What follows belongs to an exercise in optimizing a design on an open flow for small area, a short achievable clock period and few clock cycles per item; a production flow would make more cautious choices.
At most, simulation tests tie the RTL to the original design; equivalence was not proved.
No activity file was given, so power comes from the tool's default toggle rates.

Setup of v6:
==> flow/design.v <==
`timescale 1ns / 1ps
module muldiv#(parameter DATA_WIDTH = 32)
(
    input                         clk_i,
    input                         rst_i,
    input                         stall_i,
    input  [DATA_WIDTH-1 : 0]     a_i,
    input  [DATA_WIDTH-1 : 0]     b_i,
    input                         req_i,
    input  [ 2 : 0]               operation_sel_i,
    output reg [DATA_WIDTH-1 : 0] muldiv_result_o,
    output reg                    ready_o
);
function [31:0] prefix_or;
    input [31:0] x;
    integer l, k;
    begin
        prefix_or = x;
        for (l = 0; l < 5; l = l + 1)
            for (k = 0; k < 32; k = k + 1)
                if (k[l])
                    prefix_or[k] = prefix_or[k] | prefix_or[((k >> l) << l) - 1];
    end
endfunction
function [33:0] add33;
    input [32:0] x, y;
    input        ci;
    reg   [32:0] p, g, gg, pp, c;
    reg          g0;
    integer l, k;
    begin
        p  = x ^ y;
        g  = x & y;
        g0 = g[0] | (p[0] & ci);
        gg = g;
        pp = p;
        for (l = 0; l < 5; l = l + 1)
            for (k = 1; k < 33; k = k + 1)
                if ((k - 1) & (1 << l)) begin
                    gg[k] = gg[k] | (pp[k] & gg[(((k - 1) >> l) << l)]);
                    pp[k] = pp[k] & pp[(((k - 1) >> l) << l)];
                end
        c[0] = g0;
        for (k = 1; k < 33; k = k + 1)
            c[k] = gg[k] | (pp[k] & g0);
        add33 = {c[32], p ^ {c[31:0], ci}};
    end
endfunction
wire is_div   = operation_sel_i[2];
wire is_rem   = operation_sel_i[2] & operation_sel_i[1];
wire b_zero   = ~|b_i;
wire a_zero   = ~|a_i;
wire div_zero = is_div & b_zero;
wire a_signed = ~operation_sel_i[0] | (operation_sel_i == 3'b001);
wire b_signed = (operation_sel_i == 3'b000) | (operation_sel_i == 3'b001)
              | (operation_sel_i == 3'b100) | (operation_sel_i == 3'b110);
wire sa = a_i[31] & a_signed;
wire sb = b_i[31] & b_signed;
wire [31:0] ua    = sa ? -a_i : a_i;
reg  [15:0] v1; reg [15:0] e1;
reg  [7:0]  v2; reg [15:0] e2;
reg  [3:0]  v3; reg [11:0] e3;
reg  [1:0]  v4; reg [7:0]  e4;
reg  [4:0]  lead;
integer j;
always @(*) begin
    for (j = 0; j < 16; j = j + 1) begin
        v1[j] = ua[2*j+1] | ua[2*j];
        e1[j] = ua[2*j+1];
    end
    for (j = 0; j < 8; j = j + 1) begin
        v2[j]         = v1[2*j+1] | v1[2*j];
        e2[2*j+:2]    = v1[2*j+1] ? {1'b1, e1[2*j+1]} : {1'b0, e1[2*j]};
    end
    for (j = 0; j < 4; j = j + 1) begin
        v3[j]         = v2[2*j+1] | v2[2*j];
        e3[3*j+:3]    = v2[2*j+1] ? {1'b1, e2[4*j+2+:2]} : {1'b0, e2[4*j+:2]};
    end
    for (j = 0; j < 2; j = j + 1) begin
        v4[j]         = v3[2*j+1] | v3[2*j];
        e4[4*j+:4]    = v3[2*j+1] ? {1'b1, e3[6*j+3+:3]} : {1'b0, e3[6*j+:3]};
    end
    lead = v4[1] ? {1'b1, e4[7:4]} : {1'b0, e4[3:0]};
    if (div_zero) lead = 5'd31;
end
reg  [31:0] R, Q;
reg  [4:0]  cnt;
reg         busy, ps, nb;
reg         f_div;
reg  [3:0]  f_inv;      
reg  [3:0]  f_selq;     
reg         f_neg, f_mh;
wire start = req_i & ~busy & ~ready_o;
wire        inv  = sb ^ is_div;
wire [31:0] b_x  = b_i ^ {{8{f_inv[3]}}, {8{f_inv[2]}}, {8{f_inv[1]}}, {8{f_inv[0]}}};
wire [33:0] sum  = add33({R, f_div & nb}, {f_div, b_x}, f_inv[0]);
wire        take  = f_div ? sum[33] : nb;
wire [31:0] R_nxt = take ? sum[31:0] : {R[30:0], nb};
wire        c_hi  = ~f_div & nb & sum[33];
wire        q_in  = f_div ? sum[33] : (nb ? sum[32] : R[31]);
wire [31:0] q_all = ~prefix_or(~{1'b1, Q[30:0]});
wire [31:0] Q_nxt = {Q[30:0] ^ ({31{c_hi}} & {q_all[29:0], 1'b1}), q_in};
wire [32:0] ua_sh = {ua, 1'b0};
wire        last  = (cnt == 5'd0);
wire        nz    = ~a_zero | div_zero;
always @(posedge clk_i)
begin
    ps <= stall_i;
    if (rst_i) begin
        busy    <= 1'b0;
        ready_o <= 1'b0;
    end else begin
        busy    <= (start & nz) | (busy & ~last);
        ready_o <= (start & ~nz) | (busy & last) | (ready_o & ps);
    end
    if (start) begin
        f_div  <= is_div;
        f_inv[0]  <= inv;
        f_inv[1]  <= is_div ? ~sb : sb;
        f_inv[2]  <= (sb & ~is_div) | (~sb & is_div);
        f_inv[3]  <= (b_i[31] & b_signed) ^ operation_sel_i[2];
        f_selq[0] <= is_div ? ~is_rem : (operation_sel_i[1:0] != 2'b00);
        f_selq[1] <= operation_sel_i[2] ? ~operation_sel_i[1] : (operation_sel_i[0] | operation_sel_i[1]);
        f_selq[2] <= (is_div & ~is_rem) | (~is_div & |operation_sel_i[1:0]);
        f_selq[3] <= ~((operation_sel_i[2] & operation_sel_i[1]) | (~operation_sel_i[2] & ~operation_sel_i[1] & ~operation_sel_i[0]));
        f_neg  <= is_rem ? sa : ((sa ^ sb) & ~div_zero);
        f_mh   <= ~is_div & (operation_sel_i[1:0] != 2'b00);
        R      <= 32'd0;
        Q      <= 32'd0;
        cnt    <= lead;
        nb     <= ~div_zero | ua[31];
    end else if (busy) begin
        R   <= R_nxt;
        Q   <= Q_nxt;
        cnt <= cnt - 5'd1;
        nb  <= ua_sh[cnt];
    end
end
wire [31:0] res_x = {f_selq[3] ? Q[31:24] : R[31:24], f_selq[2] ? Q[23:16] : R[23:16],
                     f_selq[1] ? Q[15:8]  : R[15:8],  f_selq[0] ? Q[7:0]   : R[7:0]};
wire        r_nz  = f_mh & (|R);
wire [31:0] x_pre = prefix_or(res_x);
always @(*)
    muldiv_result_o = res_x ^ ({32{f_neg}} & ({x_pre[30:0], 1'b0} | {32{r_nz}}));
endmodule    
clock: 5.0 ns
lec_check: 0
abc_area: 1
cap_margin: 20
core_margin: 2
core_utilization: 40
cts_buf_list: sky130_fd_sc_hd__clkbuf_8
place_density: 0.6
setup_slack_margin: 1.0
slew_margin: 20
standard.sh (not shown) runs the stock make flow with config.mk's settings and CLKGATE_MAP_FILE= SYNTH_SCRIPT=/design/flow/synth_recipe.tcl, a recipe that flattens the netlist after the stock synthesis.
==> flow/flow/run.sh <==
#!/bin/bash
# The standard layout, with the ports buffered by sky130_fd_sc_hd__buf_2
# instead of the flow's default pick (a slow delay buffer).
set -e
bash standard.sh synth > synth.log 2>&1
bash standard.sh "BUFFER_PORTS_ARGS=-buffer_cell sky130_fd_sc_hd__buf_2" finish > layout.log 2>&1
[inputs] v7 vs v6
-- flow/design.v --
<<< v6, line 87
reg  [4:0]  cnt;
reg         busy, ps, nb;
reg         f_div;
reg  [3:0]  f_inv;      
reg  [3:0]  f_selq;     
reg         f_neg, f_mh;
wire start = req_i & ~busy & ~ready_o;
wire        inv  = sb ^ is_div;
wire [31:0] b_x  = b_i ^ {{8{f_inv[3]}}, {8{f_inv[2]}}, {8{f_inv[1]}}, {8{f_inv[0]}}};
wire [33:0] sum  = add33({R, f_div & nb}, {f_div, b_x}, f_inv[0]);
wire        take  = f_div ? sum[33] : nb;
wire [31:0] R_nxt = take ? sum[31:0] : {R[30:0], nb};
>>> v7, line 87
reg  [4:0]  cnt;
reg         busy, ps, nb;
reg         f_div, f_inv;
reg         f_selq, f_neg, f_mh;
wire start = req_i & ~busy & ~ready_o;
wire        inv  = sb ^ is_div;
wire [33:0] sum  = add33({R, f_div & nb}, {f_div, b_i ^ {32{f_inv}}}, f_inv);
wire        take  = f_div ? sum[33] : nb;
wire [31:0] R_nxt = take ? sum[31:0] : {R[30:0], nb};
<<< v6, line 116
    if (start) begin
        f_div  <= is_div;
        f_inv[0]  <= inv;
        f_inv[1]  <= is_div ? ~sb : sb;
        f_inv[2]  <= (sb & ~is_div) | (~sb & is_div);
        f_inv[3]  <= (b_i[31] & b_signed) ^ operation_sel_i[2];
        f_selq[0] <= is_div ? ~is_rem : (operation_sel_i[1:0] != 2'b00);
        f_selq[1] <= operation_sel_i[2] ? ~operation_sel_i[1] : (operation_sel_i[0] | operation_sel_i[1]);
        f_selq[2] <= (is_div & ~is_rem) | (~is_div & |operation_sel_i[1:0]);
        f_selq[3] <= ~((operation_sel_i[2] & operation_sel_i[1]) | (~operation_sel_i[2] & ~operation_sel_i[1] & ~operation_sel_i[0]));
        f_neg  <= is_rem ? sa : ((sa ^ sb) & ~div_zero);
        f_mh   <= ~is_div & (operation_sel_i[1:0] != 2'b00);
>>> v7, line 113
    if (start) begin
        f_div  <= is_div;
        f_inv  <= inv;
        f_selq <= is_div ? ~is_rem : (operation_sel_i[1:0] != 2'b00);
        f_neg  <= is_rem ? sa : ((sa ^ sb) & ~div_zero);
        f_mh   <= ~is_div & (operation_sel_i[1:0] != 2'b00);
<<< v6, line 137
    end
end
wire [31:0] res_x = {f_selq[3] ? Q[31:24] : R[31:24], f_selq[2] ? Q[23:16] : R[23:16],
                     f_selq[1] ? Q[15:8]  : R[15:8],  f_selq[0] ? Q[7:0]   : R[7:0]};
wire        r_nz  = f_mh & (|R);
wire [31:0] x_pre = prefix_or(res_x);
>>> v7, line 128
    end
end
wire [31:0] res_x = f_selq ? Q : R;
wire        r_nz  = f_mh & (|R);
wire [31:0] x_pre = prefix_or(res_x);
[summary]
Routed wire length (higher): v6. Between v6 and v7, critical path depth is higher for v7, v6 comes in under that. Power on v7 is down relative to v6. Changes observed in v7 relative to v6: sum of net half-perimeters after detailed placement has decreased; peak ir drop on the vdd network has decreased; post-place setup slack has decreased; global-route wire length before repair has decreased; count of flip-flops with a built-in enable after synthesis has decreased. In the final design statistics, v7 uses more standard cells in total than v6. Diff v6 -> v7 | area growth from synthesis to final layout | decrease of 0.76 points.
Testbench counts of v7, summed over its fixed seeds: cycles 35,912, ops 2,048.
No functional check of the RTL was part of v6.

separate check: timing with driven ports:
How much do the figures lean on ideal ports? The routed layouts below were timed once more, with nothing changed but the port constraints.
Step 1 (the two cells are an assumption about what drives the block):
set clk [get_ports {clk_i}]
set_driving_cell -lib_cell sky130_fd_sc_hd__clkbuf_16 $clk
set_driving_cell -lib_cell sky130_fd_sc_hd__buf_2 [delete_from_list [all_inputs] $clk]
Step 2 also shifts input and output timing later by t, the mid clock arrival at the registers, as if the neighbouring blocks saw the same clock.
Three values: ideal, step 1, step 2; two values: the first two.
run | shift t [ns] | slack for setup (ns) | worst hold slack (ns) | clock arrival spread, ns
v6 | 0.418 | 1.167 / 1.128 / 1.070 | 0.458 / 0.458 / 0.458 | 0.010 / 0.010
v7 | 0.405 | 1.315 / 1.277 / 1.135 | 0.454 / 0.454 / 0.454 | 0.015 / 0.014
After both steps every run listed still meets setup and hold. For v7, which loses most, drivers alone change the setup slack by -0.038 ns; drivers and shift together by -0.180 ns.
